Context: an optimization exercise on an open-source flow, tuned for small area. The choices shown serve that exercise and are no tape-out recipe. At most, simulation tests tie the RTL to the original design; equivalence was not proved. Power is estimated from default activity; no workload was simulated.

==> garnet: inputs <==
## calc_mvd_cost
module calc_mvd_cost (
    input                       ap_clk,
    input                       ap_rst,
    input                       ap_start,
    input                       ap_ce,
    output logic                ap_done,
    output logic                ap_ready,
    output logic                ap_idle,
    input        [31:0]         x,
    input        [31:0]         y,
    input        [31:0]         mv_shift,
    input        [15:0]         mv_cand_0,
    input        [15:0]         mv_cand_1,
    input        [15:0]         mv_cand_2,
    input        [15:0]         mv_cand_3,
    output logic [63:0]         bitcost,
    output logic                bitcost_ap_vld,
    input        [63:0]         lambda_sqrt_integer_int64,
    input        [63:0]         lambda_sqrt_decimal_int64,
    output logic [63:0]         mvd_cost_int64,
    output logic                mvd_cost_int64_ap_vld
);
    logic        shift_big;
    assign shift_big = |mv_shift[31:5];
    function automatic logic [17:0] shift_axis(input logic [31:0] v, input logic [4:0] s,
                                               input logic big);
        logic [31:0] u;
        logic [15:0] lo;
        logic        f0, f1;
        u  = v << s[3:0];
        lo = (s[4] | big) ? 16'd0 : u[15:0];
        f0 = big | (s[4] ? (u[15:0] == 16'h0000) : (u[31:16] == 16'h0000));
        f1 = ~big & (s[4] ? (u[15:0] == 16'hFFFF) : (u[31:16] == 16'hFFFF));
        shift_axis = {f1, f0, lo};
    endfunction
    function automatic logic [4:0] comp_class(input logic [17:0] xa, input logic [15:0] c);
        logic [16:0] t;
        logic [15:0] d;
        logic [14:0] u;
        logic [15:1] th;
        logic        sgn, sml, one;
        logic [3:0]  l;
        t = {1'b0, xa[15:0]} + {1'b0, ~c} + 17'd1;
        d = t[15:0];
        sgn = d[15];
        sml = (d[15] ^ t[16] ^ c[15]) ? xa[16] : xa[17];
        u = d[14:0] ^ {15{sgn}};
        for (int i = 1; i < 15; i++)
            th[i] = (|(u >> i)) | (sgn & (&(u | ~((15'd1 << i) - 15'd1))));
        th[15] = sgn & (&u);
        l[3] = th[8];
  ...
Settings: LEC_CHECK=0, CAP_MARGIN=20, CORE_MARGIN=2, CORE_UTILIZATION=40, GPL_TIMING_DRIVEN=0, SLEW_MARGIN=20; clock period 9.0 ns.
standard.sh (not shown) runs the stock make flow with config.mk's settings and CLKGATE_MAP_FILE= SYNTH_SCRIPT=/design/flow/synth_recipe.tcl, a recipe that flattens the netlist after the stock synthesis.
==> flow/flow/run.sh <==
#!/bin/bash
set -euo pipefail
bash standard.sh "BUFFER_PORTS_ARGS=-buffer_cell sky130_fd_sc_hd__buf_1" finish > standard_flow.log 2>&1
==> sierra (differences from garnet) <==
GPL_TIMING_DRIVEN = unset   (was 0)
==> nickel (differences from garnet) <==
--- a/flow/design.v
+++ b/flow/design.v
@@ -55,25 +55,25 @@
                (th[9] & ~th[10]) | (th[11] & ~th[12]) | (th[13] & ~th[14]) | th[15];
         one = (u[14:1] == 14'd0) & (u[0] ^ sgn);
         comp_class = {one & sml, l | {4{~sml}}};
     endfunction
     logic [17:0] xa, ya;
     logic [4:0]  ca_h, ca_v, cb_h, cb_v;
-    logic [5:0]  ma, mb, m0;
+    logic [5:0]  ma, mb;
     assign xa = shift_axis(x, mv_shift[4:0], shift_big);
     assign ya = shift_axis(y, mv_shift[4:0], shift_big);
     assign ca_h = comp_class(xa, mv_cand_0);
     assign ca_v = comp_class(ya, mv_cand_1);
     assign cb_h = comp_class(xa, mv_cand_2);
     assign cb_v = comp_class(ya, mv_cand_3);
     assign ma = {{1'b0, ca_h[3:0]} + {1'b0, ca_v[3:0]} + {4'd0, ca_h[4] & ca_v[4]}, ca_h[4] ^ ca_v[4]};
     assign mb = {{1'b0, cb_h[3:0]} + {1'b0, cb_v[3:0]} + {4'd0, cb_h[4] & cb_v[4]}, cb_h[4] ^ cb_v[4]};
-    assign m0 = (mb < ma) ? mb : ma;
     logic [4:0]  vld;
     logic        ap_idle_r, ap_done_r;
-    logic [5:0]  m1, m2, m3, m4, m5;
+    logic [5:0]  ma1, mb1, m1, m2, m3, m4, m5;
+    assign m1 = (mb1 < ma1) ? mb1 : ma1;
     logic [29:0] li1, ld1, li2, p2;
     logic [43:0] r3, r4, r5;
     logic [29:0] p1, h2;
     logic pt_w1, pt_w2, pt_w3, pt_w4, pt_w5, pt_w6, pt_w7, pt_w8, pt_w9, pt_w10, pt_w11, pt_w12, pt_w13, pt_w14, pt_w15, pt_w16, pt_w17, pt_w18, pt_w19, pt_w20, pt_w21, pt_w22, pt_w23, pt_w24, pt_w25, pt_w26, pt_w27, pt_w28, pt_w29, pt_w30, pt_w31, pt_w32, pt_w33, pt_w34, pt_w35, pt_w36, pt_w37, pt_w38, pt_w39, pt_w40, pt_w41, pt_w42, pt_w43, pt_w44, pt_w45, pt_w46, pt_w47, pt_w48, pt_w49, pt_w50, pt_w51, pt_w52, pt_w53, pt_w54, pt_w55, pt_w56, pt_w57, pt_w58, pt_w59, pt_w60, pt_w61, pt_w62, pt_w63, pt_w64, pt_w65, pt_w66, pt_w67, pt_w68, pt_w69, pt_w70, pt_w71, pt_w72, pt_w73, pt_w74, pt_w75, pt_w76, pt_w77, pt_w78, pt_w79, pt_w80, pt_w81, pt_w82, pt_w83, pt_w84, pt_w85, pt_w86, pt_w87, pt_w88, pt_w89, pt_w90, pt_w91, pt_w92, pt_w93, pt_w94, pt_w95, pt_w96, pt_w97, pt_w98, pt_w99, pt_w100, pt_w101, pt_w102, pt_w103, pt_w104, pt_w105, pt_w106, pt_w107, pt_w108, pt_w109, pt_w110, pt_w111, pt_w112, pt_w113, pt_w114, pt_w115, pt_w116, pt_w117, pt_w118, pt_w119, pt_w120, pt_w121, pt_w122, pt_w123, pt_w124, pt_w125, pt_w126, pt_w127, pt_w128, pt_w129, pt_w130, pt_w131, pt_w132, pt_w133, pt_w134, pt_w135, pt_w136, pt_w137, pt_w138, pt_w139, pt_w140, pt_w141, pt_w142, pt_w143, pt_w144, pt_w145, pt_w146, pt_w147, pt_w148, pt_w149, pt_w150, pt_w151, pt_w152, pt_w153, pt_w154, pt_w155, pt_w156, pt_w157, pt_w158, pt_w159, pt_w160, pt_w161, pt_w162, pt_w163, pt_w164, pt_w165, pt_w166, pt_w167, pt_w168, pt_w169, pt_w170, pt_w171, pt_w172, pt_w173, pt_w174, pt_w175, pt_w176, pt_w177, pt_w178, pt_w179, pt_w180, pt_w181, pt_w182, pt_w183, pt_w184, pt_w185, pt_w186, pt_w187, pt_w188, pt_w189, pt_w190, pt_w191, pt_w192, pt_w193, pt_w194, pt_w195, pt_w196, pt_w197, pt_w198, pt_w199, pt_w200, pt_w201, pt_w202, pt_w203, pt_w204, pt_w205, pt_w206, pt_w207, pt_w208, pt_w209, pt_w210, pt_w211, pt_w212, pt_w213, pt_w214, pt_w215, pt_w216, pt_w217, pt_w218, pt_w219, pt_w220, pt_w221, pt_w222, pt_w223, pt_w224, pt_w225, pt_w226, pt_w227, pt_w228, pt_w229, pt_w230, pt_w231, pt_w232, pt_w233, pt_w234, pt_w235, pt_w236, pt_w237, pt_w238, pt_w239, pt_w240, pt_w241, pt_w242, pt_w243, pt_w244, pt_w245, pt_w246, pt_w247, pt_w248, pt_w249, pt_w250, pt_w251, pt_w252, pt_w253, pt_w254, pt_w255, pt_w256, pt_w257, pt_w258, pt_w259, pt_w260, pt_w261, pt_w262, pt_w263, pt_w264, pt_w265, pt_w266, pt_w267, pt_w268;
     assign pt_w1 = (m1[0] & ld1[5]) ^ (m1[1] & ld1[4]);
     assign pt_w2 = (m1[0] & ld1[5]) & (m1[1] & ld1[4]);
@@ -688,13 +688,14 @@
             ap_idle_r <= ap_idle;
             ap_done_r <= ap_done;
         end
     end
     always_ff @(posedge ap_clk) begin
         if (ap_ce) begin
-            m1 <= m0;
+            ma1 <= ma;
+            mb1 <= mb;
             li1 <= lambda_sqrt_integer_int64[29:0];
             ld1 <= lambda_sqrt_decimal_int64[29:0];
             m2 <= m1;
             li2 <= li1;
             p2 <= p1;
             m3 <= m2;
GPL_TIMING_DRIVEN = unset   (was 0)
==> fjord (differences from garnet) <==
--- a/flow/design.v
+++ b/flow/design.v
@@ -55,25 +55,25 @@
                (th[9] & ~th[10]) | (th[11] & ~th[12]) | (th[13] & ~th[14]) | th[15];
         one = (u[14:1] == 14'd0) & (u[0] ^ sgn);
         comp_class = {one & sml, l | {4{~sml}}};
     endfunction
     logic [17:0] xa, ya;
     logic [4:0]  ca_h, ca_v, cb_h, cb_v;
-    logic [5:0]  ma, mb, m0;
+    logic [5:0]  ma, mb;
     assign xa = shift_axis(x, mv_shift[4:0], shift_big);
     assign ya = shift_axis(y, mv_shift[4:0], shift_big);
     assign ca_h = comp_class(xa, mv_cand_0);
     assign ca_v = comp_class(ya, mv_cand_1);
     assign cb_h = comp_class(xa, mv_cand_2);
     assign cb_v = comp_class(ya, mv_cand_3);
     assign ma = {{1'b0, ca_h[3:0]} + {1'b0, ca_v[3:0]} + {4'd0, ca_h[4] & ca_v[4]}, ca_h[4] ^ ca_v[4]};
     assign mb = {{1'b0, cb_h[3:0]} + {1'b0, cb_v[3:0]} + {4'd0, cb_h[4] & cb_v[4]}, cb_h[4] ^ cb_v[4]};
-    assign m0 = (mb < ma) ? mb : ma;
     logic [4:0]  vld;
     logic        ap_idle_r, ap_done_r;
-    logic [5:0]  m1, m2, m3, m4, m5;
+    logic [5:0]  ma1, mb1, m1, m2, m3, m4, m5;
+    assign m1 = (mb1 < ma1) ? mb1 : ma1;
     logic [29:0] li1, ld1, li2, p2;
     logic [43:0] r3, r4, r5;
     logic [29:0] p1, h2;
     logic pt_w1, pt_w2, pt_w3, pt_w4, pt_w5, pt_w6, pt_w7, pt_w8, pt_w9, pt_w10, pt_w11, pt_w12, pt_w13, pt_w14, pt_w15, pt_w16, pt_w17, pt_w18, pt_w19, pt_w20, pt_w21, pt_w22, pt_w23, pt_w24, pt_w25, pt_w26, pt_w27, pt_w28, pt_w29, pt_w30, pt_w31, pt_w32, pt_w33, pt_w34, pt_w35, pt_w36, pt_w37, pt_w38, pt_w39, pt_w40, pt_w41, pt_w42, pt_w43, pt_w44, pt_w45, pt_w46, pt_w47, pt_w48, pt_w49, pt_w50, pt_w51, pt_w52, pt_w53, pt_w54, pt_w55, pt_w56, pt_w57, pt_w58, pt_w59, pt_w60, pt_w61, pt_w62, pt_w63, pt_w64, pt_w65, pt_w66, pt_w67, pt_w68, pt_w69, pt_w70, pt_w71, pt_w72, pt_w73, pt_w74, pt_w75, pt_w76, pt_w77, pt_w78, pt_w79, pt_w80, pt_w81, pt_w82, pt_w83, pt_w84, pt_w85, pt_w86, pt_w87, pt_w88, pt_w89, pt_w90, pt_w91, pt_w92, pt_w93, pt_w94, pt_w95, pt_w96, pt_w97, pt_w98, pt_w99, pt_w100, pt_w101, pt_w102, pt_w103, pt_w104, pt_w105, pt_w106, pt_w107, pt_w108, pt_w109, pt_w110, pt_w111, pt_w112, pt_w113, pt_w114, pt_w115, pt_w116, pt_w117, pt_w118, pt_w119, pt_w120, pt_w121, pt_w122, pt_w123, pt_w124, pt_w125, pt_w126, pt_w127, pt_w128, pt_w129, pt_w130, pt_w131, pt_w132, pt_w133, pt_w134, pt_w135, pt_w136, pt_w137, pt_w138, pt_w139, pt_w140, pt_w141, pt_w142, pt_w143, pt_w144, pt_w145, pt_w146, pt_w147, pt_w148, pt_w149, pt_w150, pt_w151, pt_w152, pt_w153, pt_w154, pt_w155, pt_w156, pt_w157, pt_w158, pt_w159, pt_w160, pt_w161, pt_w162, pt_w163, pt_w164, pt_w165, pt_w166, pt_w167, pt_w168, pt_w169, pt_w170, pt_w171, pt_w172, pt_w173, pt_w174, pt_w175, pt_w176, pt_w177, pt_w178, pt_w179, pt_w180, pt_w181, pt_w182, pt_w183, pt_w184, pt_w185, pt_w186, pt_w187, pt_w188, pt_w189, pt_w190, pt_w191, pt_w192, pt_w193, pt_w194, pt_w195, pt_w196, pt_w197, pt_w198, pt_w199, pt_w200, pt_w201, pt_w202, pt_w203, pt_w204, pt_w205, pt_w206, pt_w207, pt_w208, pt_w209, pt_w210, pt_w211, pt_w212, pt_w213, pt_w214, pt_w215, pt_w216, pt_w217, pt_w218, pt_w219, pt_w220, pt_w221, pt_w222, pt_w223, pt_w224, pt_w225, pt_w226, pt_w227, pt_w228, pt_w229, pt_w230, pt_w231, pt_w232, pt_w233, pt_w234, pt_w235, pt_w236, pt_w237, pt_w238, pt_w239, pt_w240, pt_w241, pt_w242, pt_w243, pt_w244, pt_w245, pt_w246, pt_w247, pt_w248, pt_w249, pt_w250, pt_w251, pt_w252, pt_w253, pt_w254, pt_w255, pt_w256, pt_w257, pt_w258, pt_w259, pt_w260, pt_w261, pt_w262, pt_w263, pt_w264, pt_w265, pt_w266, pt_w267, pt_w268;
     assign pt_w1 = (m1[0] & ld1[5]) ^ (m1[1] & ld1[4]);
     assign pt_w2 = (m1[0] & ld1[5]) & (m1[1] & ld1[4]);
@@ -688,13 +688,14 @@
             ap_idle_r <= ap_idle;
             ap_done_r <= ap_done;
         end
     end
     always_ff @(posedge ap_clk) begin
         if (ap_ce) begin
-            m1 <= m0;
+            ma1 <= ma;
+            mb1 <= mb;
             li1 <= lambda_sqrt_integer_int64[29:0];
             ld1 <= lambda_sqrt_decimal_int64[29:0];
             m2 <= m1;
             li2 <= li1;
             p2 <= p1;
             m3 <= m2;
==> flow/flow/run.sh (replaced) <==
#!/bin/bash
set -euo pipefail
work=$(pwd)
mkdir -p custom
# ORFS's synth.tcl, with the ABC script swapped after the preamble sets it
sed 's|^source \$::env(SCRIPTS_DIR)/synth_preamble.tcl$|&\nset abc_args [lreplace $abc_args 1 1 '"$work"'/flow/abc_area_timing.script]|' \
    "$FLOW_HOME/scripts/synth.tcl" > custom/synth.tcl
grep -q abc_area_timing custom/synth.tcl
sed 's|^source \$::env(SCRIPTS_DIR)/synth.tcl$|source '"$work"'/custom/synth.tcl|' synth_recipe.tcl > custom/synth_recipe.tcl
grep -q custom/synth.tcl custom/synth_recipe.tcl
bash standard.sh SYNTH_SCRIPT="$work/custom/synth_recipe.tcl" SYNTH_ARGS=-noabc \
    "BUFFER_PORTS_ARGS=-buffer_cell sky130_fd_sc_hd__buf_1" GPL_KEEP_OVERFLOW=0 finish > standard_flow.log 2>&1
==> flow/flow/abc_area_timing.script (new file) <==
&get -n
&st
&dch
&nf -R 1000
&put
buffer -c
topo
stime -c
upsize -c
dnsize -c
GPL_TIMING_DRIVEN = unset   (was 0)
==> run notes <==
----------------------------------------------------
[Layout]
  Seq Cell Count ... between 200 and 300
  Proportion of cell area occupied by registers ... ~24%

[Yosys]
  Share of the synthesized area in the top cell type ... 27.6%

[STA]
  Worst-Margin Slew ... 1.06 ns

[Run status]
  Run status ... no timing/DRC/antenna violations

[Clock tree]
  Number of H-tree levels ... 1

----------------------------------------------------
(the above is from sierra)
==> run notes <==
----------------------------------------------------
[Clock tree]
  Number of H-tree levels ... 1
  Clock slew at the register clock pins of the worst setup and hold paths ... 0.07 ns

[Layout]
  Proportion of cell area occupied by registers ... 25.8%
  Seq Cell Count ... 295

[Routing]
  Total length of routed wires ... 70,800 um

[STA]
  Worst-Margin Slew ... 0.995 ns

[Run status]
  Run status ... no timing/DRC/antenna violations

[Yosys]
  Share of the synthesized area in the top cell type ... 27.6%

----------------------------------------------------
(the above is from nickel)
==> run notes <==
----------------------------------------------------
[Run status]
  Run status ... no timing/DRC/antenna violations

[Clock tree]
  Number of H-tree levels ... 2
  Clock slew at the register clock pins of the worst setup and hold paths ... 0.06 ns

[STA]
  Endpoints failing setup ... 0

[Layout]
  Proportion of cell area occupied by registers ... between 20 and 25%

[Setup path]
  Number of cells on the critical path ... 36

[Yosys]
  Share of the synthesized area in the top cell type ... 27.6%

----------------------------------------------------
(the above is from garnet)
==> run notes <==
----------------------------------------------------
[Yosys]
  Dominant register cell in the synthesized netlist ... sky130_fd_sc_hd__edfxtp_1
  Share of the synthesized area in the top cell type ... 31.0%

[Clock tree]
  Number of H-tree levels ... 1

[Power and ir drop]
  Cell-internal power ... 0.00638 W
  IR Drop Worst-Case VDD ... 0.241 mV

[Layout]
  Fin cells ... 3,878
  Seq Cell Count ... a little under 300
  Proportion of cell area occupied by registers ... 28.2%

[STA]
  Worst-Margin Slew ... 1.07 ns

[Run status]
  Run status ... no timing/DRC/antenna violations

----------------------------------------------------
(the above is from fjord)
Function not checked in garnet and sierra: the RTL went through the layout flow alone.

[separate check: timing with driven ports]
The results above use ideal ports. As a check the final layouts listed here were re-extracted and re-timed, cells and wires unchanged.
Step 1 (the two cells are an assumption about what drives the block):
set clk [get_ports {ap_clk}]
set_driving_cell -lib_cell sky130_fd_sc_hd__clkbuf_16 $clk
set_driving_cell -lib_cell sky130_fd_sc_hd__buf_2 [delete_from_list [all_inputs] $clk]
Step 2 moves the port delays by t, midway between the first and last clock arrival at a register: inputs arrive t later, outputs are due t later. That takes back most of the time a late clock gives input paths.
Slacks: ideal / step 1 / step 2; pairs: ideal / step 1.
run | shift t [ns] | setup WS [ns] | worst setup path after step 2 | latest minus earliest clock arrival (ns) | worst slew at a driven data input, ns
garnet | 0.597 | 0.224 / 0.254 / -0.343 | input to register | 0.032 / 0.031 | 0.10
sierra | 0.643 | 0.432 / 0.466 / -0.177 | input to register | 0.024 / 0.025 | 0.11
nickel | 0.625 | 0.735 / 0.735 / 0.616 | input to register | 0.020 / 0.020 | 0.12
fjord | 0.601 | 0.447 / 0.470 / -0.131 | input to register | 0.017 / 0.016 | 0.11
With both steps, setup timing fails in garnet, sierra and fjord, where it was met with ideal ports. The setup slack of sierra, which loses most, moves by +0.034 ns with the drivers and by -0.609 ns with both steps.
